What follows belongs to an exercise in optimizing a design on an open flow for small area; a production flow would make more cautious choices. Function was checked by simulation only, so behaviour that the tests miss may differ from the original. No driver is modelled on the clock port, so clocking that relies on it looks cheaper here than on a real chip. No activity file was given, so power comes from the tool's default toggle rates.

==> design/flow/design.v <==
module clkgen
    ( input wire reset, sysclk,
      output reg clk_div);
    localparam [23:0] UNG  = 24'h955292;
    localparam [23:0] TERM = 24'h004010;    
    reg  [23:0] q;
    wire term = (q == TERM);
    wire clr  = ~reset | term;
    wire [23:0] d;
    assign d[0] = ~(clr | (q[23] ^ q[18]));
    genvar i;
    generate
        for (i = 1; i < 24; i = i + 1) begin : stage
            if (UNG[i]) begin : copy
                assign d[i] = q[i-1];
            end else begin : inv
                assign d[i] = ~(clr | q[i-1]);
            end
        end
    endgenerate
    always @(posedge sysclk) begin
        q       <= d;
        clk_div <= reset & (clk_div ^ term);
    end
endmodule
module uart2
    (   input  clk,
        input  reset,
        input  rx_pin,
        output tx_pin);
    reg [3:0] ri;
    reg [6:0] rt;
    reg [8:0] sr;     
    reg [7:0] rx_data;
    wire r_idle = ~ri[3] & ~ri[2] &  ri[1];
    wire r_tail = ~ri[3] & ~ri[2] & ~ri[1];
    wire r_end  = ~ri[3] & ~ri[2] &  ri[0];
    wire r_w9   =  ri[3] &  ri[2] &  ri[1] & ri[0];
    wire rtick  = rt[0] & ~rt[1] & ~rt[3] & rt[4] & ~rt[5];
    always @(posedge clk) begin
        if (r_idle)
            rt <= 7'b0101000;             
        else if (rtick)
            rt <= 7'b0001000;             
        else
            rt <= {~rt[5:0], rt[6] ^ rt[3]};
        if (rtick & ~r_w9)
            sr <= {rx_pin, sr[8:1]};
        else if (rtick)
            sr[0] <= sr[0] | ~rx_pin;
        if (!reset)
            ri <= 4'd2;
        else if (r_idle) begin
            if (!rx_pin)
                ri <= 4'd6;
        end else if (rtick | r_tail)
            ri <= ri + 4'd1;
        if (reset & r_end & ~sr[0])
            rx_data <= sr[8:1];
    end
    reg [3:0] ti;
    reg [6:0] tt;
    reg carry;
    wire t_idle =  ti[3] & ~ti[1] &  ti[0];
    wire t_stop =  ti[3] & ~ti[1] & ~ti[0];
    wire t_p0   =  ti[3] &  ti[1] &  ti[0];
    wire ttick  = tt[0] & ~tt[1] & tt[2] & tt[4] & tt[6];
    wire t_atA  = ~tt[1] & ~tt[3] & ~tt[4] & ~tt[5] & ~tt[6];
    wire dbit   = rx_data[ti[2:0]];
    always @(posedge clk) begin
        if (t_idle)
            tt <= 7'b0000100;             
        else if (ttick)
            tt <= 7'b1010100;             
        else
            tt <= {~tt[5:0], ~(tt[6] ^ tt[5])};
        if (!reset)
            ti <= 4'd9;
        else if (t_idle) begin
            if (r_end)
                ti <= 4'd14;
        end else if (ttick | (t_stop & t_atA))
            ti <= ti + 4'd1;
        if (t_p0)
            carry <= 1'b1;
        else if (~ti[3] & ttick)
            carry <= carry & dbit;
    end
    assign tx_pin = ti[3] ? ~(ti[1] & ti[0]) : (dbit ^ carry);
endmodule
module top( input clk,
            input reset,
            input rx_in,
            output blinker,
            output tx_pin);
    clkgen u3(.reset(reset), .sysclk(clk), .clk_div(blinker));
    uart2 u_uart(.clk(clk), .reset(reset), .rx_pin(rx_in), .tx_pin(tx_pin));
endmodule
==> design/flow/flow/run.sh <==
#!/bin/bash
# Layout flow: the standard flow (standard.sh) with three changes that
# only cut cell area:
#  - after the standard synthesis, combinational cells are swapped for the
#    smallest drive strength of the same cell (downsize.tcl); registers keep
#    their cells,
#  - clock tree synthesis builds the tree from clkbuf_4 only and inserts no
#    dummy load cells,
#  - the port buffers are buf_1.
# Each tool's output goes to a log file of its own in the work folder.
set -euo pipefail
here=$(pwd)
export CTS_ARGS="-sink_clustering_enable -repair_clock_nets -dont_use_dummy_load -buf_list sky130_fd_sc_hd__clkbuf_4"
export BUFFER_PORTS_ARGS="-buffer_cell sky130_fd_sc_hd__buf_1"
bash standard.sh synth > "$here/flow_synth.log" 2>&1
DS_ODB="$here/orfs/results/${FLOW_PLATFORM:-sky130hd}/top/base/1_synth.odb" \
  openroad -no_init -exit "$here/flow/downsize.tcl" > "$here/flow_downsize.log" 2>&1
bash standard.sh finish > "$here/flow_layout.log" 2>&1
==> design/flow/flow/downsize.tcl <==
# Swap every combinational cell for the smallest cell of the same family
# (same function and pins, other drive strength). Registers and latches keep
# their cells; don't-use families (lpflow, probe) are never chosen.
set odb $::env(DS_ODB)
read_db $odb
set db [ord::get_db]
set fam [dict create]
foreach lib [$db getLibs] {
  foreach m [$lib getMasters] {
    set n [$m getName]
    if {[$m getType] ne "CORE"} continue
    if {[string match *lpflow* $n] || [string match *probe* $n]} continue
    if {![regexp {^(.*)_([0-9]+)$} $n -> base drv]} continue
    set a [expr {[$m getWidth] * [$m getHeight]}]
    if {![dict exists $fam $base] || $a < [lindex [dict get $fam $base] 1]} {
      dict set fam $base [list $m $a]
    }
  }
}
set n 0
foreach inst [[[$db getChip] getBlock] getInsts] {
  set m [$inst getMaster]
  set mn [$m getName]
  if {[string match *df* $mn] || [string match *dl* $mn]} continue
  if {![regexp {^(.*)_([0-9]+)$} $mn -> base drv]} continue
  if {![dict exists $fam $base]} continue
  lassign [dict get $fam $base] best a
  if {$a < [$m getWidth] * [$m getHeight]} {
    puts "downsize [$inst getName] $mn -> [$best getName]"
    $inst swapMaster $best
    incr n
  }
}
puts "downsized $n cells"
write_db $odb
==> design/flow/standard.sh <==
#!/bin/bash
# synth_recipe.tcl (not shown) runs the flow's synth.tcl, then flattens the netlist and writes it again
# the make line also repeats each setting of config.mk as NAME=value (left out here)
make -C /OpenROAD-flow-scripts/flow DESIGN_CONFIG=/design/flow/config.mk WORK_HOME=/design/flow/orfs CLKGATE_MAP_FILE= SYNTH_SCRIPT=/design/flow/synth_recipe.tcl "${@:-finish}"
==> design/flow/config.mk <==
export PLATFORM = sky130hd
export DESIGN_NAME = top
export DESIGN_NICKNAME = top
export VERILOG_FILES = /design/flow/design.v
export SDC_FILE = /design/flow/constraint.sdc
export NUM_CORES = 4
export LEC_CHECK = 0
export CAP_MARGIN = 20
export CORE_MARGIN = 2
export CORE_UTILIZATION = 40
export SLEW_MARGIN = 20
==> design/flow/constraint.sdc <==
create_clock -name core_clock -period 20.0 [get_ports {clk}]
set_input_delay 4.0000 -clock core_clock [delete_from_list [all_inputs] [get_ports {clk}]]
set_output_delay 4.0000 -clock core_clock [all_outputs]
set_load 0.01 [all_outputs]
==> results of run 1 <==
==> worst max path at each step <==
stage	start	endpoint	slack, ps	cells after the start
finish	u_uart.ti[0]	tx_pin	13710	6
global route	u_uart.ti[0]	tx_pin	13580	6
CTS	u_uart.ti[0]	tx_pin	13650	6
detailed placement	u_uart.ti[0]	tx_pin	14080	6
global placement	u_uart.ti[0]	tx_pin	14170	6
floorplan	u_uart.ti[0]	tx_pin	14290	5
==> routing by layer <==
metal | vias to the layer above | wire length (µm)
li1 | 675 | -
met3 | 9 | 167
met4 | 0 | 97
met1 | 644 | 1607
met5 | - | 0
met2 | 32 | 1568
==> sequential cells by signal (all words and copies together) (netlist names) <==
signal and cells:
u3.clk_div 1, u3.q 24, u_uart.carry 1, u_uart.ri 4
u_uart.rt 7, u_uart.rx_data 8, u_uart.sr 9, u_uart.ti 4
u_uart.tt 7
==> cells in the final DEF, fill, tap and decap left out, types with 2 or more instances in the layout <==
master    count
nor4_1        4
xnor2_1       2
inv_1         5
nor4b_1       2
edfxtp_1     17
mux2_2        2
mux4_2        2
nor3_1        8
mux2i_1       3
clkbuf_4      9
or2_2         2
nand3_1       4
nand2b_1      2
buf_1         4
nand4_1       2
nor2_1       25
xor2_1        2
nand2_1      12
dfxtp_1      48
a21oi_1       7
o21ai_0       5
ha_1          3
==> per-stage QoR <==
step | instances | hold WS [ps] | instance area [µm²] | total power, µW
after CTS | 261 | 357.4 | 2341 | 245.1
after floorplan | 182 | 331.1 | 2182 | 178.5
final | 261 | 356.1 | 2341 | 242.3
after global placement | 252 | 338.6 | 2273 | 185.1
after detailed placement | 252 | 344.0 | 2273 | 187.0
after global routing | 261 | 367.2 | 2341 | 256.0
==> cell type report <==
class                   instances  area, µm²
clock buffers                   9      67.56
fillers                       469       2831
inverters                       5      18.77
multi-input cells             107      673.1
flip-flops and latches         65       1471
well taps                      70      87.58
repair buffers                  5      22.52
==> power by group through the flow <==
stage	logic [µW]	clock network, µW	registers, µW
4_1_cts	30.9	60.8	153
5_1_grt	35.2	66.1	155
2_1_floorplan	24.7	0	154
6_report	30.8	58.5	153
3_5_place_dp	30.7	0	156
3_3_place_gp	29.7	0	155
==> flow_metrics.py, run 1 <==
metrics = {
    "power": {
        "p_sw_uw": 63.09,
        "clock_power_share": 0.241,
        "combPwrFrac": 0.127,
        "swShare": 0.2603,
        "power_frac_seq": 0.632,
        "vdd_drop_max_uv": 46.03,
        "leakage_uw": 0.0008718,
        "p_int_uw": 179.3,
        "p_per_area_mw_per_mm2": 103.5,
    },
    "timing": {
        "finalSetupViolations": 0,
        "fin_skew_ps": 25.25,
        "period_minus_slack_ps": 6293,
        "slew_headroom": 0.3238,
        "slew_violations": 0,
        "finalSetupTns_ps": 0,
        "hold_viol": 0,
        "fin_crit_sh": 0.3146,
        "max_freq_mhz": 158.9,
        "rsz0062_at_grt": "no",
        "tightest_slew_ps": 1007,
        "finalWorstSetupSlack_ps": 13710,
    },
    "final_layout": {
        "final_util": 0.4526,
        "insertedDiodeCount": 0,
        "drive_above_1_share": 0.08377,
        "final_nets": 199,
        "syn_to_final_growth_pct": 7.282,
    },
    "clock_network": {
        "cts_tree": "done",
        "cts_setup_buffers": 0,
        "cts_max_path_buffers": 2,
        "cts_resized": 0,
        "cts_sinks": 65,
        "clk_pin_slew_worst_paths_ps": 100,
        "hold_buffers": 0,
        "cts-root-buf": "clkbuf_4",
        "insertion_delay_ps": 410,
        "numCtsBuffers": 9,
        "htreeDepth": 3,
    },
    "worst_setup_path": {
        "max_stage_delay_ps": 550,
        "path_delay_family": "multiplexers",
        "cp_cell_sequence": "mux4_2 > mux2_2 > ha_1 > inv_1 > mux2i_1 > buf_1",
        "reg2reg_depth": 4,
        "arrival_ps": 2290,
        "critical_path.slowest_cell": "mux4_2",
        "r2r_end": "u_uart.sr[0]",
        "path_buf_inv": 2,
        "rrSetupSlack_ps": 17690,
        "cp_max_fo": 7,
        "required_ps": 16000,
        "crit_path_end_kind": "primary output",
        "timing.rr.start": "u_uart.rt[3]",
        "path_class": "reg2out",
        "worstSetupStartpointType": "flip-flop",
    },
    "floorplan": {
        "dieWidth_um": 77.86,
        "initial_core_util": 0.4219,
        "fp.dieArea_mm2": 0.006062,
        "ios": 5,
        "core-area_mm2": 0.005172,
        "rows": 26,
        "fp.dieH_um": 77.86,
    },
    "global_routing": {
        "met1_usage": 0.1547,
        "track_usage": 0.1316,
        "grt_max_degree": 12,
        "grt_pass1_vias": 1344,
        "grt_overflow": 0,
        "grt_pass1_wl_mm": 5.934,
        "top_usage_layer": "met2",
        "met2_usage": 0.1974,
        "gr-usage-met3": 0.05581,
        "grt_antenna_before_repair": 0,
    },
    "route": {
        "initialDrtViolationCount": 110,
        "vias": 1360,
        "drt_pass1_iterations": 4,
        "drcViolationCount": 0,
        "wl_per_cell_um": 13.18,
        "postRouteAntennaNets": 0,
        "via_per_inst": 5.211,
        "drt_wl_total_mm": 3.440,
    },
    "placement": {
        "gp_congestion": 0.8599,
        "place_ws_ps": 14080,
        "placement.io_buffers": 4,
        "dp_hpwl_mm": 2.420,
    },
    "flow_run": {
        "maxCapViolCount": 0,
    },
    "synthesis": {
        "synth_warnings": 2,
        "synth_cells": 182,
        "synth_area_mm2": 0.002182,
        "synth_nets": 188,
        "syn_avg_cell_area_um2": 11.99,
    },
    "min_path": {
        "whs_endpoint": "u3.q[16]",
        "worstHoldPathCells": 0,
        "min_from": "u3.q[15]",
        "worstHoldPathType": "reg2reg",
    },
    "outcome": {
        "status": "timing/DRC/antenna clean",
    },
}
==> run 2: changes to the inputs <==
==> design/flow/design.v (replaced) <==
module clkgen
    ( input wire reset, sysclk,
      output reg clk_div);
    localparam [23:0] UNG  = 24'h955292;
    localparam [23:0] TERM = 24'h004010;    
    reg  [23:0] q;
    wire term = (q == TERM);
    wire clr  = ~reset | term;
    wire [23:0] d;
    assign d[0] = ~(clr | (q[23] ^ q[18]));
    genvar i;
    generate
        for (i = 1; i < 24; i = i + 1) begin : stage
            if (UNG[i]) begin : copy
                assign d[i] = q[i-1];
            end else begin : inv
                assign d[i] = ~(clr | q[i-1]);
            end
        end
    endgenerate
    always @(posedge sysclk) begin
        q       <= d;
        clk_div <= reset & (clk_div ^ term);
    end
endmodule
module uart2
    (   input  clk,
        input  reset,
        input  rx_pin,
        output tx_pin);
    reg ra, re;
    reg [6:0] rt;
    reg [10:0] sr;
    reg [7:0] rx_data;
    wire r_idle = ~ra & ~re;
    wire r_done = sr[0];
    wire rtick  = rt[1] & ~rt[2] & ~rt[4] & rt[5] & ~rt[6];
    wire r_trig = sr[1] & ~sr[0] & ~rt[0] & ~rt[1] & rt[2] & rt[3] & ~rt[5] & ~rt[6];
    always @(posedge clk) begin
        if (r_idle)
            rt <= 7'b1010000;             
        else if (rtick)
            rt <= 7'b0010000;             
        else
            rt <= {~rt[5:0], ~(rt[6] ^ rt[3])};
        if (r_idle)
            sr <= 11'b10000000000;
        else if (rtick)
            sr <= {rx_pin, sr[10:1]};
        ra <= reset & (r_idle ? ~rx_pin : (ra & ~r_done));
        re <= reset & ra & r_done;
        if (reset & re & ~sr[1] & sr[10])
            rx_data <= sr[9:2];
    end
    reg [3:0] ti;
    reg [6:0] tt;
    reg carry;
    wire t_idle =  ti[3] & ~ti[1] &  ti[0];
    wire t_last =  ti[3] & ~ti[1] & ~ti[0];
    wire t_p0   =  ti[3] &  ti[1] &  ti[0];
    wire ttick  = tt[0] & ~tt[1] & tt[2] & ~tt[3] & tt[4];
    wire dbit   = rx_data[ti[2:0]];
    always @(posedge clk) begin
        if (t_idle | ttick)
            tt <= 7'b0000000;
        else
            tt <= {~tt[5:0], ~(tt[6] ^ tt[0])};
        if (!reset)
            ti <= 4'd9;
        else if (t_idle) begin
            if (r_trig)
                ti <= 4'd14;
        end else if (ttick | t_last)
            ti <= ti + 4'd1;
        if (t_p0)
            carry <= 1'b1;
        else if (~ti[3] & ttick)
            carry <= carry & dbit;
    end
    assign tx_pin = ti[3] ? ~(ti[1] & ti[0]) : (dbit ^ carry);
endmodule
module top( input clk,
            input reset,
            input rx_in,
            output blinker,
            output tx_pin);
    clkgen u3(.reset(reset), .sysclk(clk), .clk_div(blinker));
    uart2 u_uart(.clk(clk), .reset(reset), .rx_pin(rx_in), .tx_pin(tx_pin));
endmodule
==> flow_metrics.py, run 2 <==
metrics = {
    "worst_setup_path": {
        "arrival_ps": 2260,
        "critical_path.slowest_cell": "mux4_2",
        "max_stage_delay_ps": 540,
        "cp_max_fo": 9,
        "worstSetupStartpointType": "flip-flop",
        "crit_path_end_kind": "primary output",
        "path_buf_inv": 1,
        "path_delay_family": "multiplexers",
        "path_class": "reg2out",
        "required_ps": 16000,
        "cp_cell_sequence": "mux4_2 > mux2_2 > ha_1 > nand2_1 > o21ai_0 > buf_1",
        "rrSetupSlack_ps": 18180,
    },
    "timing": {
        "finalSetupViolations": 0,
        "rsz0062_at_grt": "no",
        "fin_crit_sh": 0.3129,
        "hold_viol": 0,
        "max_freq_mhz": 159.8,
        "period_minus_slack_ps": 6257,
        "fin_skew_ps": 25.73,
        "finalWorstSetupSlack_ps": 13740,
        "tightest_slew_ps": 843.0,
        "finalSetupTns_ps": 0,
        "slew_headroom": 0.4342,
        "slew_violations": 0,
    },
    "final_layout": {
        "fillCellCount": 500,
        "final_nets": 196,
        "syn_to_final_growth_pct": 7.692,
        "multi_input_area_um2": 693.2,
        "regMostFlops": "u3.q",
        "regArea_mm2": 0.001381,
        "insertedDiodeCount": 0,
        "reg.largest.list": "u3.q (24), u_uart.sr (11), u_uart.rx_data (8)",
        "final_common_cell": "dfxtp_1",
        "largest_register_ffs": 24,
        "final_cell_mix": "dfxtp_1, nor2_1, mux2i_1, clkbuf_4, edfxtp_1",
        "drive_above_1_share": 0.08466,
    },
    "clock_network": {
        "cts-root-buf": "clkbuf_4",
        "cts_tree": "done",
        "cts_max_path_buffers": 2,
        "cts_setup_buffers": 0,
        "htreeDepth": 3,
        "clk_pin_slew_worst_paths_ps": 100,
        "insertion_delay_ps": 390,
        "hold_buffers": 0,
        "numCtsBuffers": 9,
        "cts_resized": 0,
        "cts_sinks": 65,
    },
    "synthesis": {
        "synth_area_mm2": 0.002098,
        "synth_warnings": 2,
        "synth_nets": 186,
        "synth_cells": 181,
        "syn_avg_cell_area_um2": 11.59,
    },
    "route": {
        "via_per_inst": 4.749,
        "postRouteAntennaNets": 0,
        "drt_wl_total_mm": 3.175,
        "drcViolationCount": 0,
        "drt_pass1_iterations": 4,
        "wl_per_cell_um": 12.26,
        "initialDrtViolationCount": 38,
        "vias": 1230,
    },
    "global_routing": {
        "grt_max_degree": 14,
        "grt_overflow": 0,
        "grt_pass1_vias": 1217,
        "grt_pass1_wl_mm": 5.713,
        "track_usage": 0.1272,
        "grt_antenna_before_repair": 0,
    },
    "power": {
        "vdd_drop_max_uv": 51.86,
        "leakage_uw": 0.0008472,
        "finalPower_uw": 248.9,
        "p_per_area_mw_per_mm2": 110.1,
    },
    "flow_run": {
        "maxCapViolCount": 0,
    },
    "outcome": {
        "status": "timing/DRC/antenna clean",
    },
    "min_path": {
        "worstHoldPathType": "reg2reg",
    },
    "floorplan": {
        "fp.dieArea_mm2": 0.005841,
        "initial_core_util": 0.4135,
        "fp.dieH_um": 76.43,
        "ios": 5,
        "dieWidth_um": 76.43,
        "core-area_mm2": 0.005075,
        "rows": 26,
    },
    "placement": {
        "gp_congestion": 0.7725,
        "place_ws_ps": 14120,
        "placement.io_buffers": 4,
        "dp_hpwl_mm": 2.184,
    },
}
[run 2: final cells by class]
class,count,share of cell area
sequential,65,0.6113
multi-input combinational,108,0.3068
tap,70,0.03876
clock buffer,9,0.02990
timing repair buffer,5,0.009967
inverter,2,0.003322
[run 2: power by group]
part	switching, µW	internal, µW
combinational	18.7	17.2
clock	37.2	20.9
sequential	10.8	144
total	66.6	182
[run 2: worst register-to-register path, stage by stage, from the launching register on]
cell     delay [ps]
dfxtp_1         530
mux4_2          540
mux2_2          270
ha_1            170
mux2i_1         120
mux2i_1          80
[run 2: layer usage]
layer	share of wire	global-route usage
met1	0.52	0.1706
met2	0.41	0.1708
met3	0.047	0.05450
met4	0.021	0.07091
met5	0	0
[run 2: metrics by stage]
| step | util | area, µm² | hold WS [ps] | std cells |
|---|---|---|---|---|
| after CTS | 0.4453 | 2260 | 353.9 | 259 |
| after global placement | 0.4320 | 2192 | 337.7 | 250 |
| final | 0.4453 | 2260 | 357.7 | 259 |
| after global routing | 0.4453 | 2260 | 354.3 | 259 |
| after floorplan | - | 2098 | 331.1 | 181 |
| after detailed placement | 0.4320 | 2192 | 339.3 | 250 |
[run 2: path summary, 6_finish.rpt]
path / depth (start not counted) / startpoint / endpoint
max: 6 / u_uart.ti[0] / tx_pin
min: 0 / u3.q[0] / u3.q[1]
max reg2reg: 5 / u_uart.ti[0] / u_uart.carry
min reg2reg: 0 / u3.q[0] / u3.q[1]
==> run 3: changes to the inputs <==
--- a/design/flow/design.v
+++ b/design/flow/design.v
@@ -30,12 +30,11 @@
         output tx_pin);
     reg ra, re;
     reg [6:0] rt;
-    reg [10:0] sr;
+    reg [9:0] sr;
     reg [7:0] rx_data;
     wire r_idle = ~ra & ~re;
-    wire r_done = sr[0];
     wire rtick  = rt[1] & ~rt[2] & ~rt[4] & rt[5] & ~rt[6];
-    wire r_trig = sr[1] & ~sr[0] & ~rt[0] & ~rt[1] & rt[2] & rt[3] & ~rt[5] & ~rt[6];
+    wire r_trig = ra & ~re & sr[0] & ~rt[0] & ~rt[1] & rt[2] & rt[3] & ~rt[5] & ~rt[6];
     always @(posedge clk) begin
         if (r_idle)
             rt <= 7'b1010000;             
@@ -44,20 +43,22 @@
         else
             rt <= {~rt[5:0], ~(rt[6] ^ rt[3])};
         if (r_idle)
-            sr <= 11'b10000000000;
+            sr <= 10'b1000000000;
+        else if (rtick & ~sr[0])
+            sr <= {rx_pin, sr[9:1]};
         else if (rtick)
-            sr <= {rx_pin, sr[10:1]};
-        ra <= reset & (r_idle ? ~rx_pin : (ra & ~r_done));
-        re <= reset & ra & r_done;
-        if (reset & re & ~sr[1] & sr[10])
+            sr[1] <= sr[1] | ~rx_pin;
+        ra <= reset & ~re & (ra | ~rx_pin);
+        re <= reset & ra & (re | (sr[0] & rtick));
+        if (reset & re & ~ra & ~sr[1])
             rx_data <= sr[9:2];
     end
     reg [3:0] ti;
     reg [6:0] tt;
     reg carry;
-    wire t_idle =  ti[3] & ~ti[1] &  ti[0];
-    wire t_last =  ti[3] & ~ti[1] & ~ti[0];
-    wire t_p0   =  ti[3] &  ti[1] &  ti[0];
+    wire t_idle = ~ti[3] & ~ti[1] &  ti[0];
+    wire t_last = ~ti[3] & ~ti[1] & ~ti[0];
+    wire t_p0   = ~ti[3] &  ti[1] &  ti[0];
     wire ttick  = tt[0] & ~tt[1] & tt[2] & ~tt[3] & tt[4];
     wire dbit   = rx_data[ti[2:0]];
     always @(posedge clk) begin
@@ -66,18 +67,18 @@
         else
             tt <= {~tt[5:0], ~(tt[6] ^ tt[0])};
         if (!reset)
-            ti <= 4'd9;
+            ti <= 4'd1;
         else if (t_idle) begin
             if (r_trig)
-                ti <= 4'd14;
+                ti <= 4'd6;
         end else if (ttick | t_last)
             ti <= ti + 4'd1;
         if (t_p0)
             carry <= 1'b1;
-        else if (~ti[3] & ttick)
+        else if (ti[3] & ttick)
             carry <= carry & dbit;
     end
-    assign tx_pin = ti[3] ? ~(ti[1] & ti[0]) : (dbit ^ carry);
+    assign tx_pin = ti[3] ? (dbit ^ carry) : ~(ti[1] & ti[0]);
 endmodule
 module top( input clk,
             input reset,
==> flow_metrics.py, run 3 <==
metrics = {
    "timing": {
        "holdWs_ps": 335.4,
        "finalSetupViolations": 0,
        "slew_violations": 0,
        "fin_crit_sh": 0.3137,
        "period_minus_slack_ps": 6274,
        "rsz0062_at_grt": "no",
        "hold_viol": 0,
        "fin_skew_ps": 27.71,
        "slew_headroom": 0.3411,
        "tightest_slew_ps": 980.8,
        "max_freq_mhz": 159.4,
        "finalSetupTns_ps": 0,
    },
    "synthesis": {
        "synth_area_mm2": 0.002066,
        "syn_avg_cell_area_um2": 11.35,
        "synth_cells": 182,
        "synth_nets": 187,
        "synth_warnings": 2,
    },
    "floorplan": {
        "rows": 26,
        "fp.dieH_um": 75.87,
        "core-area_mm2": 0.005042,
        "dieWidth_um": 75.87,
        "ios": 5,
        "initial_core_util": 0.4097,
        "fp.dieArea_mm2": 0.005756,
    },
    "final_layout": {
        "regMostFlops": "u3.q",
        "design_area_mm2": 0.002232,
        "drive_above_1_share": 0.07368,
        "insertedDiodeCount": 0,
        "final_nets": 197,
        "final_common_cell": "dfxtp_1",
        "reg.largest.list": "u3.q (24), u_uart.sr (10), u_uart.rx_data (8)",
        "final_cell_mix": "dfxtp_1, nor2_1, mux2i_1, nand2_1, clkbuf_4",
        "syn_to_final_growth_pct": 8.056,
        "largest_register_ffs": 24,
    },
    "worst_setup_path": {
        "path_class": "reg2out",
        "required_ps": 16000,
        "worstSetupStartpointType": "flip-flop",
        "arrival_ps": 2270,
        "cp_max_fo": 9,
        "crit_path_end_kind": "primary output",
        "rrSetupSlack_ps": 18060,
    },
    "route": {
        "drcViolationCount": 0,
        "postRouteAntennaNets": 0,
        "wl_per_cell_um": 12.19,
        "initialDrtViolationCount": 34,
        "via_per_inst": 4.908,
        "drt_pass1_iterations": 4,
        "drt_wl_total_mm": 3.169,
        "vias": 1276,
    },
    "outcome": {
        "status": "timing/DRC/antenna clean",
    },
    "global_routing": {
        "track_usage": 0.1322,
        "grt_pass1_wl_mm": 5.437,
        "grt_max_degree": 14,
        "grt_antenna_before_repair": 0,
        "grt_overflow": 0,
        "grt_pass1_vias": 1239,
    },
    "power": {
        "vdd_drop_max_uv": 46.88,
        "combPwrFrac": 0.107,
        "p_int_uw": 175.3,
        "clock_power_share": 0.239,
        "finalPower_uw": 234.2,
        "p_per_area_mw_per_mm2": 104.9,
        "swShare": 0.2516,
        "p_sw_uw": 58.92,
        "power_frac_seq": 0.654,
        "leakage_uw": 0.0008254,
    },
    "clock_network": {
        "numCtsBuffers": 9,
        "cts_resized": 0,
        "clk_pin_slew_worst_paths_ps": 100,
        "hold_buffers": 0,
        "cts_tree": "done",
        "cts-root-buf": "clkbuf_4",
        "htreeDepth": 3,
        "cts_setup_buffers": 0,
        "cts_sinks": 64,
        "insertion_delay_ps": 380,
        "cts_max_path_buffers": 2,
    },
    "placement": {
        "dp_hpwl_mm": 2.334,
        "gp_congestion": 0.7872,
        "placement.io_buffers": 4,
        "placedInstanceArea_mm2": 0.002156,
    },
    "min_path": {
        "worstHoldPathType": "reg2reg",
    },
    "flow_run": {
        "maxCapViolCount": 0,
    },
}
[run 3: layer usage]
metal	share of wire	global-route usage	routed length [µm]
met1	0.49	0.1682	1565
met2	0.46	0.1858	1471
met3	0.028	0.04101	88
met4	0.013	0.1014	42
met5	0	0	0
[run 3: stage by stage]
step / setup slack, ps / util / instances
after floorplan: 14170 / - / 182
after global placement: 14150 / 0.4275 / 251
after detailed placement: 14100 / 0.4275 / 251
after CTS: 13670 / 0.4409 / 260
after global routing: 13570 / 0.4427 / 260
final: 13730 / 0.4427 / 260
[run 3: final timing paths]
path,from,end,cells past startpoint
setup / recovery,u_uart.ti[0],tx_pin,6
hold reg to reg,u3.q[6],u3.q[7],0
hold / removal,u3.q[6],u3.q[7],0
setup reg to reg,u_uart.ti[0],u_uart.ti[2],4
[run 3: layout make-up]
cell class | instances | area, µm²
clock buffers | 9 | 67.56
fillers | 490 | 2810
flip-flops and latches | 64 | 1361
inverters | 2 | 7.507
multi-input cells | 111 | 693.2
repair buffers | 4 | 15.01
well taps | 70 | 87.58
[run 3: power by group through the flow]
stage               clock network [µW]  registers [µW]  logic (µW)
floorplan                            0             153        21.5
finish                            56.1             153        25.0
CTS                               59.0             153        25.3
global placement                     0             155        24.4
global route                      64.8             155        29.7
detailed placement                   0             156        25.1
[run 3: critical path: stages (launching register included)]
cell and delay, ps:
dfxtp_1 530, mux4_2 550, mux2_2 280, ha_1 270
nand2_1 40, o21ai_0 70, buf_1 170
==> run 4: changes to the inputs <==
--- a/design/flow/design.v
+++ b/design/flow/design.v
@@ -33,15 +33,15 @@
     reg [9:0] sr;
     reg [7:0] rx_data;
     wire r_idle = ~ra & ~re;
-    wire rtick  = rt[1] & ~rt[2] & ~rt[4] & rt[5] & ~rt[6];
-    wire r_trig = ra & ~re & sr[0] & ~rt[0] & ~rt[1] & rt[2] & rt[3] & ~rt[5] & ~rt[6];
+    wire rtick  = rt[0] & ~rt[1] & rt[2] & rt[3] & rt[5] & rt[6];
+    wire r_trig = ra & ~re & sr[0] & ~rt[0] & ~rt[2] & rt[3] & ~rt[5] & rt[6];
     always @(posedge clk) begin
         if (r_idle)
-            rt <= 7'b1010000;             
+            rt <= 7'b0111001;             
         else if (rtick)
-            rt <= 7'b0010000;             
+            rt <= 7'b0101101;             
         else
-            rt <= {~rt[5:0], ~(rt[6] ^ rt[3])};
+            rt <= {~rt[5:0], (rt[6] ^ rt[3])};
         if (r_idle)
             sr <= 10'b1000000000;
         else if (rtick & ~sr[0])
@@ -59,13 +59,13 @@
     wire t_idle = ~ti[3] & ~ti[1] &  ti[0];
     wire t_last = ~ti[3] & ~ti[1] & ~ti[0];
     wire t_p0   = ~ti[3] &  ti[1] &  ti[0];
-    wire ttick  = tt[0] & ~tt[1] & tt[2] & ~tt[3] & tt[4];
+    wire ttick  = tt[1] & ~tt[2] & tt[3] & ~tt[4] & tt[5];
     wire dbit   = rx_data[ti[2:0]];
     always @(posedge clk) begin
         if (t_idle | ttick)
             tt <= 7'b0000000;
         else
-            tt <= {~tt[5:0], ~(tt[6] ^ tt[0])};
+            tt <= {~tt[5:0], (tt[6] ^ tt[0])};
         if (!reset)
             ti <= 4'd1;
         else if (t_idle) begin
==> design/flow/config.mk (replaced) <==
export PLATFORM = sky130hd
export DESIGN_NAME = top
export DESIGN_NICKNAME = top
export VERILOG_FILES = /design/flow/design.v
export SDC_FILE = /design/flow/constraint.sdc
export NUM_CORES = 4
export LEC_CHECK = 0
export CAP_MARGIN = 0
export CORE_MARGIN = 2
export CORE_UTILIZATION = 40
export SLEW_MARGIN = 0
==> flow_metrics.py, run 4 <==
metrics = {
    "route": {
        "drt_wl_total_mm": 3.093,
        "drcViolationCount": 0,
        "drt_pass1_iterations": 4,
        "wl_per_cell_um": 11.99,
        "via_per_inst": 4.845,
        "vias": 1250,
        "postRouteAntennaNets": 0,
        "initialDrtViolationCount": 46,
    },
    "placement": {
        "placedCellCount": 249,
        "gp_congestion": 0.7930,
        "place_ws_ps": 14140,
        "placement.io_buffers": 4,
        "placedInstanceArea_mm2": 0.002152,
        "dp_hpwl_mm": 2.180,
    },
    "clock_network": {
        "cts_resized": 0,
        "htreeDepth": 3,
        "cts_sinks": 64,
        "cts_setup_buffers": 0,
        "cts-root-buf": "clkbuf_4",
        "insertion_delay_ps": 410,
        "cts_max_path_buffers": 2,
        "numCtsBuffers": 9,
        "clk_pin_slew_worst_paths_ps": 120,
        "cts_tree": "done",
        "hold_buffers": 0,
    },
    "final_layout": {
        "largest_register_ffs": 24,
        "final_cell_mix": "dfxtp_1, nor2_1, nand2_1, mux2i_1, clkbuf_4",
        "insertedDiodeCount": 0,
        "finalNonFillerCells": 258,
        "design_area_mm2": 0.002220,
        "syn_to_final_growth_pct": 8.303,
        "drive_above_1_share": 0.07979,
        "reg.largest.list": "u3.q (24), u_uart.sr (10), u_uart.rx_data (8)",
        "final_common_cell": "dfxtp_1",
        "regMostFlops": "u3.q",
        "final_nets": 195,
        "fillCellCount": 489,
    },
    "floorplan": {
        "fp.dieArea_mm2": 0.005712,
        "ios": 5,
        "dieWidth_um": 75.58,
        "rows": 26,
        "initial_core_util": 0.4091,
        "fp.dieH_um": 75.58,
        "core-area_mm2": 0.005010,
    },
    "timing": {
        "finalSetupViolations": 0,
        "hold_viol": 0,
        "fin_skew_ps": 38.72,
        "slew_violations": 0,
        "fin_crit_sh": 0.3134,
        "period_minus_slack_ps": 6267,
        "finalSetupTns_ps": 0,
        "max_freq_mhz": 159.6,
        "finalWorstSetupSlack_ps": 13730,
        "tightest_slew_ps": 998.3,
        "rsz0062_at_grt": "no",
        "slew_headroom": 0.3294,
    },
    "synthesis": {
        "synth_cells": 177,
        "synth_area_mm2": 0.002049,
        "synth_edf_count": 8,
        "syn_avg_cell_area_um2": 11.58,
        "synth_top_cell_by_area": "dfxtp_1",
        "synth_top_area_share": 0.5443,
        "synth_warnings": 2,
        "synthFlopType": "dfxtp_1",
        "synth_nets": 182,
        "ys_types": 35,
        "seq_area_frac_synth": 0.6610,
        "yosysMostFrequentCell": "dfxtp_1",
        "synth_common_cells": "dfxtp_1, nor2_1, nand2_1, mux2i_1, edfxtp_1",
        "synth-seq-cells": 64,
        "yosys_area_mm2": 0.002059,
        "synthArstFlopShare": 0,
        "synthTopCellsByArea": "dfxtp_1, edfxtp_1, nor2_1, mux2i_1, mux4_2",
    },
    "global_routing": {
        "grt_antenna_before_repair": 0,
        "grt_pass1_vias": 1161,
        "grt_max_degree": 14,
        "grt_pass1_wl_mm": 5.195,
        "grt_overflow": 0,
        "track_usage": 0.1301,
    },
    "power": {
        "combPwrFrac": 0.026,
        "power_frac_seq": 0.687,
        "p_int_uw": 157.2,
        "vdd_drop_max_uv": 38.85,
        "p_sw_uw": 42.02,
        "p_per_area_mw_per_mm2": 89.77,
        "leakage_uw": 0.0008142,
        "swShare": 0.2109,
        "clock_power_share": 0.287,
    },
    "worst_setup_path": {
        "timing.rr.start": "u_uart.ra",
        "crit_path_end_kind": "primary output",
        "worstSetupStartpointType": "flip-flop",
        "path_class": "reg2out",
        "startpoint": "u_uart.ti[0]",
        "required_ps": 16000,
        "cp_max_fo": 9,
        "arrival_ps": 2270,
    },
    "min_path": {
        "worstHoldPathType": "reg2reg",
        "min_from": "u3.q[19]",
    },
    "outcome": {
        "status": "timing/DRC/antenna clean",
    },
    "flow_run": {
        "maxCapViolCount": 0,
    },
}
[run 4: path summary, 6_finish.rpt]
path	to	slack (ps)	cells past startpoint
max	tx_pin	13730	6
max reg2reg	u_uart.ti[2]	18120	4
min	u3.q[20]	300	0
min reg2reg	u3.q[20]	300	0
[run 4: area by class of cell]
class,count,area (µm²),area share
Clock buffer,9,67.56,0.03044
Multi-Input combinational cell,109,673.1,0.3033
Sequential cell,64,1361,0.6133
Tap cell,70,87.58,0.03946
Timing Repair Buffer,6,30.03,0.01353
[run 4: power by group through the flow]
stage	logic [µW]	registers [µW]	clock network [µW]
2_1_floorplan	3.98	139	0
3_3_place_gp	5.00	140	0
3_5_place_dp	5.27	140	0
4_1_cts	5.26	137	60.3
5_1_grt	5.93	138	66.9
6_report	5.14	137	57.2
[run 4: cells by family after synthesis]
kind of cell / count (synthesis) / share of synthesized area
and+or+nand+nor: 75 / 0.1829
muxes: 12 / 0.07108
buffers and inverters: 4 / 0.007288
DFF: 64 / 0.6610
adders and majority gates: 2 / 0.01215
AOI/OAI and AO/OA: 16 / 0.04860
xor gates and xnor gates: 4 / 0.01701
[run 4: routing by layer]
layer	up-vias	track usage	share of wire
met5	-	0	0
met4	0	0.1033	0.032
met3	11	0.05556	0.038
met2	15	0.1758	0.44
met1	584	0.1611	0.49
li1	640	-	-
[run 4: worst max-delay path, cell delays in order (launching register included)]
cell,delay (ps)
dfxtp_1,510
mux4_2,540
mux2_2,280
ha_1,270
nand2_1,40
o21ai_0,80
buf_1,170
[run 4: through the flow]
| step | util | power (µW) | hold slack (ps) |
|---|---|---|---|
| final | 0.4431 | 199.2 | 303.7 |
| after global routing | 0.4431 | 210.4 | 322.6 |
| after CTS | 0.4431 | 202.5 | 311.6 |
| after detailed placement | 0.4296 | 145.0 | 339.8 |
| after global placement | 0.4296 | 144.6 | 336.9 |
| after floorplan | - | 143.0 | 331.1 |
==> run 5: changes to the inputs <==
==> design/flow/flow/run.sh (replaced) <==
#!/bin/bash
# Layout flow: the standard flow (standard.sh) with changes that only cut
# cell area:
#  - after the standard synthesis, combinational cells are swapped for the
#    smallest drive strength of the same cell (downsize.tcl); registers keep
#    their cells,
#  - the clock tree is built before CTS by clocktree.tcl: the clock port
#    drives one clkbuf_1, which drives six clkbuf_4, each driving the
#    registers of one sixth of the layout; TritonCTS is then limited to the
#    port's net, which has a single sink, so it adds nothing,
#  - the port buffers are buf_1.
# Each tool's output goes to a log file of its own in the work folder.
set -euo pipefail
here=$(pwd)
export CTS_ARGS="-sink_clustering_enable -repair_clock_nets -dont_use_dummy_load -buf_list sky130_fd_sc_hd__clkbuf_4 -clk_nets clk"
export PRE_CTS_TCL="$here/flow/clocktree.tcl"
export CLK_COLS=3 CLK_ROWS=2
export CLK_LEAF=sky130_fd_sc_hd__clkbuf_4 CLK_ROOT=sky130_fd_sc_hd__clkbuf_1
export BUFFER_PORTS_ARGS="-buffer_cell sky130_fd_sc_hd__buf_1"
bash standard.sh synth > "$here/flow_synth.log" 2>&1
DS_ODB="$here/orfs/results/${FLOW_PLATFORM:-sky130hd}/top/base/1_synth.odb" \
  openroad -no_init -exit "$here/flow/downsize.tcl" > "$here/flow_downsize.log" 2>&1
bash standard.sh finish > "$here/flow_layout.log" 2>&1
==> design/flow/flow/clocktree.tcl (new file) <==
# Clock tree: the clock port drives one root buffer, which drives
# CLK_COLS x CLK_ROWS leaf buffers; each leaf drives the registers of one
# region (the registers split into columns by x, then each column into rows
# by y, all of equal size) and sits at their centroid.
set block [ord::get_db_block]
set db [ord::get_db]
set clknet [$block findNet clk]
set rootm [$db findMaster $::env(CLK_ROOT)]
set leafm [$db findMaster $::env(CLK_LEAF)]
set cols $::env(CLK_COLS)
set rows $::env(CLK_ROWS)
set sinks {}
foreach iterm [$clknet getITerms] {
  set loc [[$iterm getInst] getLocation]
  lappend sinks [list $iterm [lindex $loc 0] [lindex $loc 1]]
}
proc split_n {lst idx n} {
  set s [lsort -integer -index $idx $lst]
  set out {}
  set len [llength $s]
  for {set i 0} {$i < $n} {incr i} {
    lappend out [lrange $s [expr {$i * $len / $n}] [expr {($i + 1) * $len / $n - 1}]]
  }
  return $out
}
set groups {}
foreach col [split_n $sinks 1 $cols] {
  foreach g [split_n $col 2 $rows] { lappend groups $g }
}
set root [odb::dbInst_create $block $rootm clkbuf_root]
set rnet [odb::dbNet_create $block clknet_root]
$rnet setSigType CLOCK
[$root findITerm A] connect $clknet
[$root findITerm X] connect $rnet
set lx 0; set ly 0; set g 0
foreach grp $groups {
  set leaf [odb::dbInst_create $block $leafm clkbuf_leaf$g]
  set net [odb::dbNet_create $block clknet_leaf$g]
  $net setSigType CLOCK
  set sx 0; set sy 0
  foreach s $grp {
    lassign $s iterm x y
    set sx [expr {$sx + $x}]; set sy [expr {$sy + $y}]
    $iterm disconnect
    $iterm connect $net
  }
  [$leaf findITerm A] connect $rnet
  [$leaf findITerm X] connect $net
  set cx [expr {$sx / [llength $grp]}]; set cy [expr {$sy / [llength $grp]}]
  $leaf setLocation $cx $cy
  $leaf setPlacementStatus PLACED
  set lx [expr {$lx + $cx}]; set ly [expr {$ly + $cy}]
  puts "clocktree: clkbuf_leaf$g drives [llength $grp] clock pins"
  incr g
}
$root setLocation [expr {$lx / $g}] [expr {$ly / $g}]
$root setPlacementStatus PLACED
==> flow_metrics.py, run 5 <==
metrics = {
    "power": {
        "vdd_drop_max_uv": 33.05,
        "p_per_area_mw_per_mm2": 86.84,
        "leakage_uw": 0.0008016,
    },
    "flow_run": {
        "maxCapViolCount": 0,
    },
    "worst_setup_path": {
        "rrSetupSlack_ps": 18120,
        "max_stage_delay_ps": 530,
        "arrival_ps": 2460,
        "path_delay_family": "multiplexers",
        "cp_cell_sequence": "mux4_2 > mux2_2 > ha_1 > nand2_1 > o21ai_0 > buf_1",
        "timing.rr.start": "u_uart.ra",
        "crit_path_end_kind": "primary output",
        "cp_max_fo": 9,
        "critical_path.slowest_cell": "mux4_2",
        "worstSetupStartpointType": "flip-flop",
        "path_buf_inv": 1,
        "r2r_end": "u_uart.ti[2]",
        "required_ps": 16000,
        "path_class": "reg2out",
        "cp_num_cells": 6,
        "reg2reg_depth": 4,
    },
    "final_layout": {
        "final_common_cell": "dfxtp_1",
        "syn_to_final_growth_pct": 7.387,
        "final_util": 0.4393,
        "finalNonFillerCells": 256,
        "largest_register_ffs": 24,
        "fillCellCount": 487,
        "final_cell_mix": "dfxtp_1, nor2_1, nand2_1, mux2i_1, edfxtp_1",
        "multi_input_area_um2": 673.1,
        "final_nets": 193,
        "regMostFlops": "u3.q",
        "regArea_mm2": 0.001361,
        "drive_above_1_share": 0.06452,
        "insertedDiodeCount": 0,
        "reg.largest.list": "u3.q (24), u_uart.sr (10), u_uart.rx_data (8)",
    },
    "floorplan": {
        "fp.dieArea_mm2": 0.005712,
        "rows": 26,
        "dieWidth_um": 75.58,
        "initial_core_util": 0.4091,
        "fp.dieH_um": 75.58,
        "ios": 5,
        "core-area_mm2": 0.005010,
    },
    "global_routing": {
        "grt_pass1_wl_mm": 5.126,
        "grt_overflow": 0,
        "grt_antenna_before_repair": 0,
        "grt_pass1_vias": 1157,
        "grt_max_degree": 14,
        "track_usage": 0.1113,
    },
    "synthesis": {
        "synth_edf_count": 8,
        "syn_avg_cell_area_um2": 11.58,
        "ys_types": 35,
        "synth_warnings": 2,
        "synthTopCellsByArea": "dfxtp_1, edfxtp_1, nor2_1, mux2i_1, mux4_2",
        "synth_cells": 177,
        "synth_common_cells": "dfxtp_1, nor2_1, nand2_1, mux2i_1, edfxtp_1",
        "seq_area_frac_synth": 0.6610,
        "synth_nets": 182,
        "synth_area_mm2": 0.002049,
        "synth_top_cell_by_area": "dfxtp_1",
        "yosysMostFrequentCell": "dfxtp_1",
        "synth_top_area_share": 0.5443,
        "synth-seq-cells": 64,
        "yosys_area_mm2": 0.002059,
        "synthArstFlopShare": 0,
        "synthFlopType": "dfxtp_1",
    },
    "placement": {
        "dp_hpwl_mm": 2.180,
        "placedCellCount": 249,
        "placement.io_buffers": 4,
        "gp_congestion": 0.7930,
    },
    "outcome": {
        "status": "timing/DRC/antenna clean",
    },
    "timing": {
        "rsz0062_at_grt": "no",
        "period_minus_slack_ps": 6456,
        "slew_headroom": 0.3304,
        "max_freq_mhz": 154.9,
        "fin_skew_ps": 13.29,
        "holdWs_ps": 357.9,
        "slew_violations": 0,
        "finalSetupTns_ps": 0,
        "finalSetupViolations": 0,
        "hold_viol": 0,
        "fin_crit_sh": 0.3228,
        "tightest_slew_ps": 996.7,
    },
    "clock_network": {
        "hold_buffers": 0,
        "cts_setup_buffers": 0,
        "cts_resized": 0,
        "insertion_delay_ps": 560,
        "clk_pin_slew_worst_paths_ps": 120,
    },
    "route": {
        "via_per_inst": 4.855,
        "drt_pass1_iterations": 4,
        "drcViolationCount": 0,
        "initialDrtViolationCount": 44,
        "drt_wl_total_mm": 3.019,
        "vias": 1243,
        "wl_per_cell_um": 11.79,
        "postRouteAntennaNets": 0,
    },
    "min_path": {
        "worstHoldPathCells": 0,
        "whs_endpoint": "u3.q[23]",
        "min_from": "u3.q[22]",
        "worstHoldPathType": "reg2reg",
    },
}
[run 5: worst max path at each step]
stage / startpoint / end
floorplan: u_uart.ti[0] / tx_pin
global placement: u_uart.ti[0] / tx_pin
detailed placement: u_uart.ti[0] / tx_pin
CTS: u_uart.ti[0] / tx_pin
global route: u_uart.ti[0] / tx_pin
finish: u_uart.ti[0] / tx_pin
[run 5: area by class of cell]
type                    instances  share of cell area
flip-flops and latches         64              0.6185
multi-input cells             109              0.3059
well taps                      70             0.03980
plain buffers                   7             0.02217
repair buffers                  6             0.01364
[run 5: power by group]
part / switching [µW] / total [µW] / internal (µW) / leakage (µW)
Combinational: 2.99 / 5.15 / 2.16 / 0.000239
Sequential: 2.71 / 137 / 134 / 0.000533
Clock: 34.5 / 49.0 / 14.5 / 0.0000288
[run 5: through the flow]
step	area, µm²	worst slack (ps)	power [µW]
floorplan	2049	14190	143.0
global placement	2152	14160	144.6
detailed placement	2152	14140	145.0
CTS	2201	14140	181.9
global route	2201	13360	201.4
finish	2201	13540	191.1
[run 5: layer usage]
| layer | vias to the layer above | global-route usage | part of all wire |
|---|---|---|---|
| met5 | - | 0 | 0 |
| met4 | 0 | 0.02339 | 0.013 |
| met3 | 4 | 0.02513 | 0.043 |
| met2 | 18 | 0.1865 | 0.46 |
| met1 | 576 | 0.1485 | 0.48 |
| li1 | 645 | - | - |
[run 5: cells by family after synthesis]
kind of cell	synth area share
compound gates	0.04860
xor+xnor	0.01701
fa+ha+maj	0.01215
buf+inv	0.007288
flops	0.6610
mux	0.07108
simple gates	0.1829
==> run 6: changes to the inputs <==
==> design/flow/flow/run.sh (replaced) <==
#!/bin/bash
# Layout flow: the standard flow (standard.sh) with changes that only cut
# cell area:
#  - synthesis is standard.sh's, except that ABC maps the logic with an
#    area-oriented script (synth.tcl, area.abc); registers are unchanged,
#  - after synthesis, combinational cells are swapped for the smallest drive
#    strength of the same cell (downsize.tcl); registers keep their cells,
#  - the clock tree is built before CTS by clocktree.tcl: the clock port
#    drives one clkbuf_1, which drives six clkbuf_4, each driving the
#    registers of one sixth of the layout; TritonCTS is then limited to the
#    port's net, which has a single sink, so it adds nothing,
#  - the port buffers are buf_1.
# Each tool's output goes to a log file of its own in the work folder.
set -euo pipefail
here=$(pwd)
sed "s|/synth_recipe.tcl|/flow/synth.tcl|" standard.sh > "$here/flow_standard.sh"
grep -q "/flow/synth.tcl" "$here/flow_standard.sh"
export AREA_ABC_SCRIPT="$here/flow/area.abc"
export CTS_ARGS="-sink_clustering_enable -repair_clock_nets -dont_use_dummy_load -buf_list sky130_fd_sc_hd__clkbuf_4 -clk_nets clk"
export PRE_CTS_TCL="$here/flow/clocktree.tcl"
export CLK_COLS=3 CLK_ROWS=2
export CLK_LEAF=sky130_fd_sc_hd__clkbuf_4 CLK_ROOT=sky130_fd_sc_hd__clkbuf_1
export BUFFER_PORTS_ARGS="-buffer_cell sky130_fd_sc_hd__buf_1"
bash "$here/flow_standard.sh" synth > "$here/flow_synth.log" 2>&1
DS_ODB="$here/orfs/results/${FLOW_PLATFORM:-sky130hd}/top/base/1_synth.odb" \
  openroad -no_init -exit "$here/flow/downsize.tcl" > "$here/flow_downsize.log" 2>&1
bash "$here/flow_standard.sh" finish > "$here/flow_layout.log" 2>&1
==> design/flow/flow/area.abc (new file) <==
strash
&get -n
&fraig -x
&put
dch -f
amap -m
topo
dnsize -c
==> design/flow/flow/synth.tcl (new file) <==
# The standard synthesis (synth_recipe.tcl) with one change: ABC maps the
# logic with an area-oriented script (flow/area.abc) instead of ORFS's speed
# script. Registers are mapped before ABC runs, so they are the same.
proc synth {args} { yosys synth -nofsm -noshare {*}$args }
proc abc {args} {
  set i [lsearch -exact $args -script]
  if {$i >= 0} { lset args [expr {$i + 1}] $::env(AREA_ABC_SCRIPT) }
  puts "abc with area script: $args"
  yosys abc {*}$args
}
source $::env(SCRIPTS_DIR)/synth.tcl
# left out here: clear keep_hierarchy, flatten, clean up, hide names made inside functions, write 1_2_yosys.v
==> flow_metrics.py, run 6 <==
metrics = {
    "outcome": {
        "status": "timing/DRC/antenna clean",
    },
    "synthesis": {
        "synth_warnings": 2,
        "synthFlopType": "dfxtp_1",
        "synth-seq-cells": 64,
        "seq_area_frac_synth": 0.6779,
        "synthTopCellsByArea": "dfxtp_1, edfxtp_1, nor2_1, o221a_1, clkinv_1",
        "synth_edf_count": 8,
        "synth_top_area_share": 0.5583,
        "synth_nets": 185,
        "synth_cells": 180,
        "yosysMostFrequentCell": "dfxtp_1",
        "synth_area_mm2": 0.002008,
        "syn_avg_cell_area_um2": 11.16,
        "synthArstFlopShare": 0,
        "ys_types": 25,
        "synth_top_cell_by_area": "dfxtp_1",
        "synth_common_cells": "dfxtp_1, nor2_1, clkinv_1, a21oi_1, edfxtp_1",
    },
    "power": {
        "p_int_uw": 174.8,
        "combPwrFrac": 0.172,
        "swShare": 0.2912,
        "p_sw_uw": 71.78,
        "power_frac_seq": 0.631,
        "leakage_uw": 0.0007707,
        "vdd_drop_max_uv": 28.63,
        "p_per_area_mw_per_mm2": 114.0,
        "clock_power_share": 0.197,
        "finalPower_uw": 246.5,
    },
    "route": {
        "wl_met2_mm": 1.492,
        "postRouteAntennaNets": 0,
        "met1Wirelength_mm": 1.514,
        "wl_per_cell_um": 12.36,
        "initialDrtViolationCount": 53,
        "wl_met3_um": 133,
        "via_per_inst": 4.946,
        "top_layer_used": "met4",
        "drt_pass1_iterations": 4,
        "drcViolationCount": 0,
        "drt_wl_total_mm": 3.202,
        "vias": 1281,
    },
    "worst_setup_path": {
        "rrSetupSlack_ps": 17550,
        "path_class": "reg2out",
        "critical_path.slowest_cell": "dfxtp_1",
        "cp_cell_sequence": "clkinv_1 > o221ai_1 > and3_1 > a31oi_1 > ha_1 > nor2_1 > a21oi_1 > buf_1",
        "crit_path_end": "tx_pin",
        "max_stage_delay_ps": 510,
        "cp_max_fo": 9,
        "reg2reg_depth": 7,
        "timing.rr.start": "u_uart.rt[6]",
        "worstSetupStartpointType": "flip-flop",
        "arrival_ps": 2390,
        "crit_path_end_kind": "primary output",
        "r2r_end": "u_uart.sr[1]",
        "startpoint": "u_uart.ti[0]",
        "required_ps": 16000,
    },
    "timing": {
        "holdWs_ps": 355.8,
        "rsz0062_at_grt": "no",
        "period_minus_slack_ps": 6390,
        "tightest_slew_ps": 743.6,
        "finalSetupViolations": 0,
        "fin_crit_sh": 0.3195,
        "max_freq_mhz": 156.5,
        "hold_viol": 0,
        "finalSetupTns_ps": 0,
        "fin_skew_ps": 14.97,
        "slew_headroom": 0.5043,
        "slew_violations": 0,
    },
    "floorplan": {
        "initial_core_util": 0.4196,
        "rows": 25,
        "fp.dieArea_mm2": 0.005603,
        "dieWidth_um": 74.86,
        "fp.dieH_um": 74.86,
        "ios": 5,
        "core-area_mm2": 0.004786,
    },
    "clock_network": {
        "insertion_delay_ps": 580,
        "cts_setup_buffers": 0,
        "clk_pin_slew_worst_paths_ps": 110,
        "cts_resized": 0,
        "hold_buffers": 0,
    },
    "placement": {
        "placement.io_buffers": 4,
        "gp_congestion": 0.7762,
        "dp_hpwl_mm": 2.343,
    },
    "global_routing": {
        "grt_overflow": 0,
        "grt_antenna_before_repair": 0,
        "grt_max_degree": 15,
        "grt_pass1_wl_mm": 5.637,
        "grt_pass1_vias": 1312,
        "track_usage": 0.1238,
    },
    "min_path": {
        "worstHoldPathType": "reg2reg",
    },
    "final_layout": {
        "final_util": 0.4520,
        "largest_register_ffs": 24,
        "insertedDiodeCount": 0,
        "fillCellCount": 468,
        "reg.largest.list": "u3.q (24), u_uart.sr (10), u_uart.rx_data (8)",
        "final_common_cell": "dfxtp_1",
        "drive_above_1_share": 0.03646,
        "final_nets": 199,
        "regMostFlops": "u3.q",
        "final_cell_mix": "dfxtp_1, nor2_1, clkinv_1, a21oi_1, edfxtp_1",
        "syn_to_final_growth_pct": 7.726,
    },
    "flow_run": {
        "maxCapViolCount": 0,
    },
}
==> run 6: cell types whose count changed in the layout (fill, tap and decap cells not counted), moves of 4 or more <==
cell	previous run	this run
a211oi_1	1	5
mux2i_1	9	0
nand2_1	12	6
o221a_1	0	7
o221ai_1	0	5
nand3_1	1	5
clkinv_1	0	17
==> run 6: logic make-up (layout without fill, tap and decap cells) <==
kind of cell / count (synthesis) / count (layout) / share of synthesized area
flip-flops: 64 / 64 / 0.6779
AND/OR/NAND/NOR: 64 / 64 / 0.1489
AO/OA/AOI/OAI: 33 / 33 / 0.1290
adder cells (fa/ha/maj): 2 / 2 / 0.01246
buffers and inverters: 17 / 29 / 0.03178
==> run 6: worst min-delay path by stage <==
stage,startpoint,to,cells after the start
3_5_place_dp,u3.q[22],u3.q[23],0
4_1_cts,u3.q[22],u3.q[23],0
3_3_place_gp,u3.q[17],u3.q[18],0
2_1_floorplan,u3.q[13],u3.q[14],0
6_report,u3.q[17],u3.q[18],0
5_1_grt,u3.q[17],u3.q[18],0
==> run 6: power groups by stage <==
stage,clock network [µW],logic (µW),registers (µW)
after floorplan,0,33.6,155
after global placement,0,39.8,157
after detailed placement,0,42.1,158
after CTS,36.7,42.5,159
after global routing,57.1,49.4,157
final,48.5,42.4,156
==> run 6: metrics by stage <==
step / cells / setup WS, ps / area [µm²]
final: 259 / 13610 / 2163
after global routing: 259 / 13380 / 2163
after CTS: 259 / 14230 / 2163
after detailed placement: 252 / 14230 / 2115
after global placement: 252 / 14370 / 2115
after floorplan: 180 / 14500 / 2008
==> run 6: worst max-delay path: cells and delay by family (launching register included) <==
family	cells	cell delay (ps)
flip-flops	1	510
AND/OR/NAND/NOR	2	210
AO/OA/AOI/OAI	3	380
buffers and inverters	2	410
adder cells (fa/ha/maj)	1	290
==> run 6: layer usage <==
| layer | vias up | global-route usage |
|---|---|---|
| met4 | 0 | 0.02976 |
| li1 | 667 | - |
| met2 | 18 | 0.2222 |
| met5 | - | 0 |
| met3 | 6 | 0.01874 |
| met1 | 590 | 0.1562 |
==> run 6: cell type report <==
cell class              instances  area (µm²)  area share
well taps                      67       83.83     0.03875
inverters                      17       63.81     0.02950
multi-input cells              99       583.1      0.2695
plain buffers                   7       48.80     0.02256
repair buffers                  5       22.52     0.01041
flip-flops and latches         64        1361      0.6293
==> run 7: changes to the inputs <==
--- a/design/flow/design.v
+++ b/design/flow/design.v
@@ -4,7 +4,7 @@
     localparam [23:0] UNG  = 24'h955292;
     localparam [23:0] TERM = 24'h004010;    
     reg  [23:0] q;
-    wire term = (q == TERM);
+    wire term = ((q & 24'hFFEFDF) == TERM);
     wire clr  = ~reset | term;
     wire [23:0] d;
     assign d[0] = ~(clr | (q[23] ^ q[18]));
==> design/flow/flow/area.abc (replaced) <==
strash
&get -n
&fraig -x
&syn3
&put
dch -f
amap -m
topo
dnsize -c
==> flow_metrics.py, run 7 <==
metrics = {
    "outcome": {
        "status": "timing/DRC/antenna clean",
    },
    "final_layout": {
        "largest_register_ffs": 24,
        "fillCellCount": 453,
        "reg.largest.list": "u3.q (24), u_uart.sr (10), u_uart.rx_data (8)",
        "regMostFlops": "u3.q",
        "insertedDiodeCount": 0,
        "final_cell_mix": "dfxtp_1, nor2_1, nand2_1, clkinv_1, edfxtp_1",
        "syn_to_final_growth_pct": 7.459,
        "design_area_mm2": 0.002127,
        "final_nets": 194,
        "drive_above_1_share": 0.03209,
        "final_common_cell": "dfxtp_1",
    },
    "worst_setup_path": {
        "arrival_ps": 2280,
        "worstSetupStartpointType": "flip-flop",
        "crit_path_end_kind": "primary output",
        "reg2reg_depth": 4,
        "required_ps": 16000,
        "r2r_end": "u3.q[11]",
        "rrSetupSlack_ps": 17840,
        "path_class": "reg2out",
        "timing.rr.start": "u3.q[8]",
        "cp_max_fo": 8,
    },
    "min_path": {
        "min_from": "u3.q[11]",
        "worstHoldPathCells": 0,
        "whs_endpoint": "u3.q[12]",
        "worstHoldPathType": "reg2reg",
    },
    "route": {
        "via_per_inst": 5.000,
        "drt_pass1_iterations": 4,
        "vias": 1270,
        "postRouteAntennaNets": 0,
        "drcViolationCount": 0,
        "wl_per_cell_um": 12.05,
        "drt_wl_total_mm": 3.060,
        "initialDrtViolationCount": 55,
    },
    "floorplan": {
        "dieWidth_um": 74.35,
        "fp.dieArea_mm2": 0.005527,
        "initial_core_util": 0.4163,
        "ios": 5,
        "fp.dieH_um": 74.35,
        "rows": 25,
        "core-area_mm2": 0.004755,
    },
    "synthesis": {
        "synth_top_cell_by_area": "dfxtp_1",
        "synth_edf_count": 8,
        "synthArstFlopShare": 0,
        "synth_common_cells": "dfxtp_1, nor2_1, nand2_1, clkinv_1, edfxtp_1",
        "seq_area_frac_synth": 0.6877,
        "synthFlopType": "dfxtp_1",
        "synth_top_area_share": 0.5664,
        "yosysMostFrequentCell": "dfxtp_1",
        "syn_avg_cell_area_um2": 11.25,
        "ys_types": 28,
        "synth_cells": 176,
        "synth-seq-cells": 64,
        "synthTopCellsByArea": "dfxtp_1, edfxtp_1, nor2_1, o221a_1, nand2_1",
        "synth_warnings": 2,
        "synth_nets": 181,
        "synth_area_mm2": 0.001979,
    },
    "clock_network": {
        "clk_pin_slew_worst_paths_ps": 110,
        "hold_buffers": 0,
        "cts_resized": 0,
        "insertion_delay_ps": 570,
        "cts_setup_buffers": 0,
    },
    "timing": {
        "max_freq_mhz": 159.3,
        "hold_viol": 0,
        "period_minus_slack_ps": 6279,
        "rsz0062_at_grt": "no",
        "slew_violations": 0,
        "finalSetupTns_ps": 0,
        "fin_skew_ps": 11.31,
        "finalSetupViolations": 0,
        "fin_crit_sh": 0.3139,
        "slew_headroom": 0.3633,
        "tightest_slew_ps": 947.8,
    },
    "placement": {
        "placedInstanceArea_mm2": 0.002078,
        "placement.io_buffers": 4,
        "gp_congestion": 0.8378,
        "dp_hpwl_mm": 2.239,
    },
    "power": {
        "p_per_area_mw_per_mm2": 115.0,
        "leakage_uw": 0.0007598,
        "vdd_drop_max_uv": 40.51,
    },
    "global_routing": {
        "grt_antenna_before_repair": 0,
        "grt_max_degree": 15,
        "grt_pass1_vias": 1168,
        "grt_overflow": 0,
        "grt_pass1_wl_mm": 5.361,
        "track_usage": 0.1195,
    },
    "flow_run": {
        "maxCapViolCount": 0,
    },
}
[run 7: cell count changes after synthesis, sizes merged, moves of 2 or more]
cell | before | now
nand2 | 6 | 14
clkinv | 17 | 12
a21oi | 8 | 4
nor3 | 0 | 4
o221ai | 5 | 1
nand3 | 5 | 2
nor4 | 6 | 3
o22ai | 0 | 3
a221oi | 1 | 3
or2 | 3 | 1
[run 7: worst max-delay path by stage]
stage | start | end | slack (ps) | depth (start not counted)
6_report | u_uart.ti[1] | tx_pin | 13720 | 7
5_1_grt | u_uart.ti[1] | tx_pin | 13400 | 7
4_1_cts | u_uart.ti[1] | tx_pin | 14340 | 7
3_5_place_dp | u_uart.ti[1] | tx_pin | 14340 | 7
3_3_place_gp | u_uart.ti[1] | tx_pin | 14420 | 7
2_1_floorplan | u_uart.ti[1] | tx_pin | 14560 | 6
[run 7: cell type report]
type,count,area [µm²],share of cell area
buffer,7,48.80,0.02294
inverter,12,45.04,0.02118
multi-input combinational,100,573.1,0.2694
sequential,64,1361,0.6400
tap,67,83.83,0.03941
timing repair buffer,4,15.01,0.007059
[run 7: per-layer routing]
layer | vias to the layer above | wire length (µm) | global-route usage
li1 | 657 | - | -
met1 | 591 | 1512 | 0.1724
met2 | 16 | 1403 | 0.1935
met3 | 6 | 107 | 0.02033
met4 | 0 | 38 | 0.01984
met5 | - | 0 | 0
[run 7: worst max-delay path: stages (launching register included)]
cell and delay [ps]:
dfxtp_1 480, clkinv_1 210, a221oi_1 310, o31ai_1 130, ha_1 280, nand2_1 40
o21ai_0 70, buf_1 170
[run 7: kinds of logic after synthesis]
| family | share of synthesized area |
|---|---|
| AND/OR/NAND/NOR | 0.1454 |
| AO/OA/AOI/OAI | 0.1271 |
| buffers and inverters | 0.02275 |
| flip-flops | 0.6877 |
| adder cells (fa/ha/maj) | 0.01264 |
| XOR/XNOR | 0.004426 |
[run 7: through the flow]
stage | util | total power, µW | worst slack, ps | hold WS (ps) | cells
2_1_floorplan | - | 186.7 | 14560 | 322.4 | 176
3_3_place_gp | 0.4371 | 194.5 | 14420 | 329.5 | 247
3_5_place_dp | 0.4371 | 198.7 | 14340 | 331.5 | 247
4_1_cts | 0.4474 | 235.7 | 14340 | 334.4 | 254
5_1_grt | 0.4474 | 262.4 | 13400 | 362.4 | 254
6_report | 0.4474 | 244.7 | 13720 | 353.3 | 254
[run 7: power by group]
group,internal (µW),leakage (µW),switching [µW]
Sequential,144,0.000536,10.7
Clock,14.5,0.0000288,34.8
Combinational,15.0,0.000195,25.4
==> run 8: changes to the inputs <==
==> design/flow/flow/area.abc (replaced) <==
strash
&get -n
&fraig -x
&syn3
&syn3
&put
dch -f
amap -m
topo
dnsize -c
==> flow_metrics.py, run 8 <==
metrics = {
    "timing": {
        "fin_skew_ps": 13.12,
        "slew_violations": 0,
        "finalSetupTns_ps": 0,
        "period_minus_slack_ps": 6326,
        "hold_viol": 0,
        "slew_headroom": 0.3504,
        "max_freq_mhz": 158.1,
        "finalWorstSetupSlack_ps": 13670,
    },
    "clock_network": {
        "hold_buffers": 0,
        "cts_resized": 0,
        "clk_pin_slew_worst_paths_ps": 110,
        "cts_setup_buffers": 0,
    },
    "synthesis": {
        "synth_edf_count": 8,
        "synth_top_cell_by_area": "dfxtp_1",
        "synth_common_cells": "dfxtp_1, nor2_1, clkinv_1, nand2_1, edfxtp_1",
        "synth_warnings": 2,
        "synthTopCellsByArea": "dfxtp_1, edfxtp_1, nor2_1, o221a_1, clkinv_1",
        "seq_area_frac_synth": 0.6890,
        "syn_avg_cell_area_um2": 11.35,
        "synthArstFlopShare": 0,
        "synthFlopType": "dfxtp_1",
        "ys_types": 27,
        "synth_nets": 179,
        "synth_cells": 174,
        "yosysMostFrequentCell": "dfxtp_1",
        "synth_area_mm2": 0.001976,
        "synth-seq-cells": 64,
    },
    "route": {
        "drt_wl_total_mm": 3.178,
        "via_per_inst": 5.095,
        "wl_per_cell_um": 12.61,
        "drt_pass1_iterations": 4,
        "wl_met2_mm": 1.477,
        "met1Wirelength_mm": 1.465,
        "wl_met3_um": 165,
    },
    "global_routing": {
        "grt_overflow": 0,
        "grt_pass1_wl_mm": 5.430,
        "grt_max_degree": 15,
        "grt_pass1_vias": 1208,
        "track_usage": 0.1202,
    },
    "worst_setup_path": {
        "critical_path.slowest_cell": "dfxtp_1",
        "required_ps": 16000,
        "crit_path_end_kind": "primary output",
        "cp_cell_sequence": "clkinv_1 > o22ai_1 > a221o_1 > o31ai_1 > ha_1 > nand2_1 > o21ai_0 > buf_1",
        "max_stage_delay_ps": 480,
        "cp_max_fo": 8,
        "arrival_ps": 2330,
    },
    "floorplan": {
        "dieWidth_um": 74.28,
        "fp.dieArea_mm2": 0.005518,
        "core-area_mm2": 0.004755,
        "fp.dieH_um": 74.28,
        "rows": 25,
        "initial_core_util": 0.4155,
        "ios": 5,
    },
    "placement": {
        "placement.io_buffers": 4,
        "gp_congestion": 0.9363,
        "dp_hpwl_mm": 2.352,
        "placedInstanceArea_mm2": 0.002074,
        "placedCellCount": 245,
        "place_ws_ps": 14310,
    },
    "final_layout": {
        "finalNonFillerCells": 252,
        "syn_to_final_growth_pct": 7.473,
        "final_common_cell": "dfxtp_1",
        "insertedDiodeCount": 0,
        "final_cell_mix": "dfxtp_1, nor2_1, clkinv_1, nand2_1, edfxtp_1",
        "final_nets": 192,
        "regMostFlops": "u3.q",
        "reg.largest.list": "u3.q (24), u_uart.sr (10), u_uart.rx_data (8)",
    },
    "min_path": {
        "worstHoldPathType": "reg2reg",
    },
    "outcome": {
        "status": "timing/DRC/antenna clean",
    },
    "power": {
        "p_per_area_mw_per_mm2": 115.3,
    },
    "flow_run": {
        "maxCapViolCount": 0,
    },
}
==> run 8: kinds of logic (layout without fill, tap and decap cells) <==
family | Yosys count | after routing | share of synthesized area
xor+xnor | 1 | 1 | 0.004434
simple gates | 62 | 62 | 0.1400
buf+inv | 12 | 23 | 0.02280
compound gates | 33 | 33 | 0.1311
flops | 64 | 64 | 0.6890
fa+ha+maj | 2 | 2 | 0.01266
==> run 8: power by group <==
part | leakage (µW) | internal [µW] | switching (µW) | total [µW]
Sequential | 0.000536 | 144 | 11.4 | 156
Combinational | 0.000189 | 15.3 | 24.8 | 40.1
Clock | 0.0000288 | 14.5 | 34.4 | 48.9
Total | 0.000754 | 174 | 70.6 | 245
==> run 8: final cells by class <==
cell class / count / area (µm²)
Timing Repair Buffer: 4 / 15.01
Multi-Input combinational cell: 98 / 569.3
Fill cell: 485 / 2631
Tap cell: 67 / 83.83
Sequential cell: 64 / 1361
Buffer: 7 / 48.80
Inverter: 12 / 45.04
==> run 8: worst paths after layout <==
check               start      endpoint  slack, ps  cells past startpoint
max          u_uart.ti[1]        tx_pin      13670                      8
min              u3.q[11]      u3.q[12]        350                      0
max reg2reg     u_uart.ra  u_uart.ti[3]      17770                      7
min reg2reg      u3.q[11]      u3.q[12]        350                      0
==> run 8: routing by layer <==
metal | GRT usage | up-vias
met1 | 0.1635 | 607
li1 | - | 646
met5 | 0 | -
met4 | 0.02579 | 0
met2 | 0.2024 | 23
met3 | 0.02168 | 8
==> run 8: through the flow <==
step | hold slack, ps | total power, µW
global route | 359.7 | 263.1
detailed placement | 336.2 | 199.3
CTS | 338.7 | 236.4
finish | 348.3 | 244.8
floorplan | 322.4 | 186.9
global placement | 328.9 | 193.9
==> run 8: critical path, delay by kind of cell (launching register included) <==
family	cells	cell delay (ps)
buffers and inverters	2	390
DFF	1	480
and+or+nand+nor	1	40
AOI/OAI and AO/OA	4	550
adders and majority gates	1	280

Check on run 8: ideal ports give 13.674 ns setup slack; a clkbuf_16 on the clock port and buf_2 on the inputs give 13.650 ns; moving port delays by the midpoint clock arrival (0.594 ns) as well gives 14.244 ns.
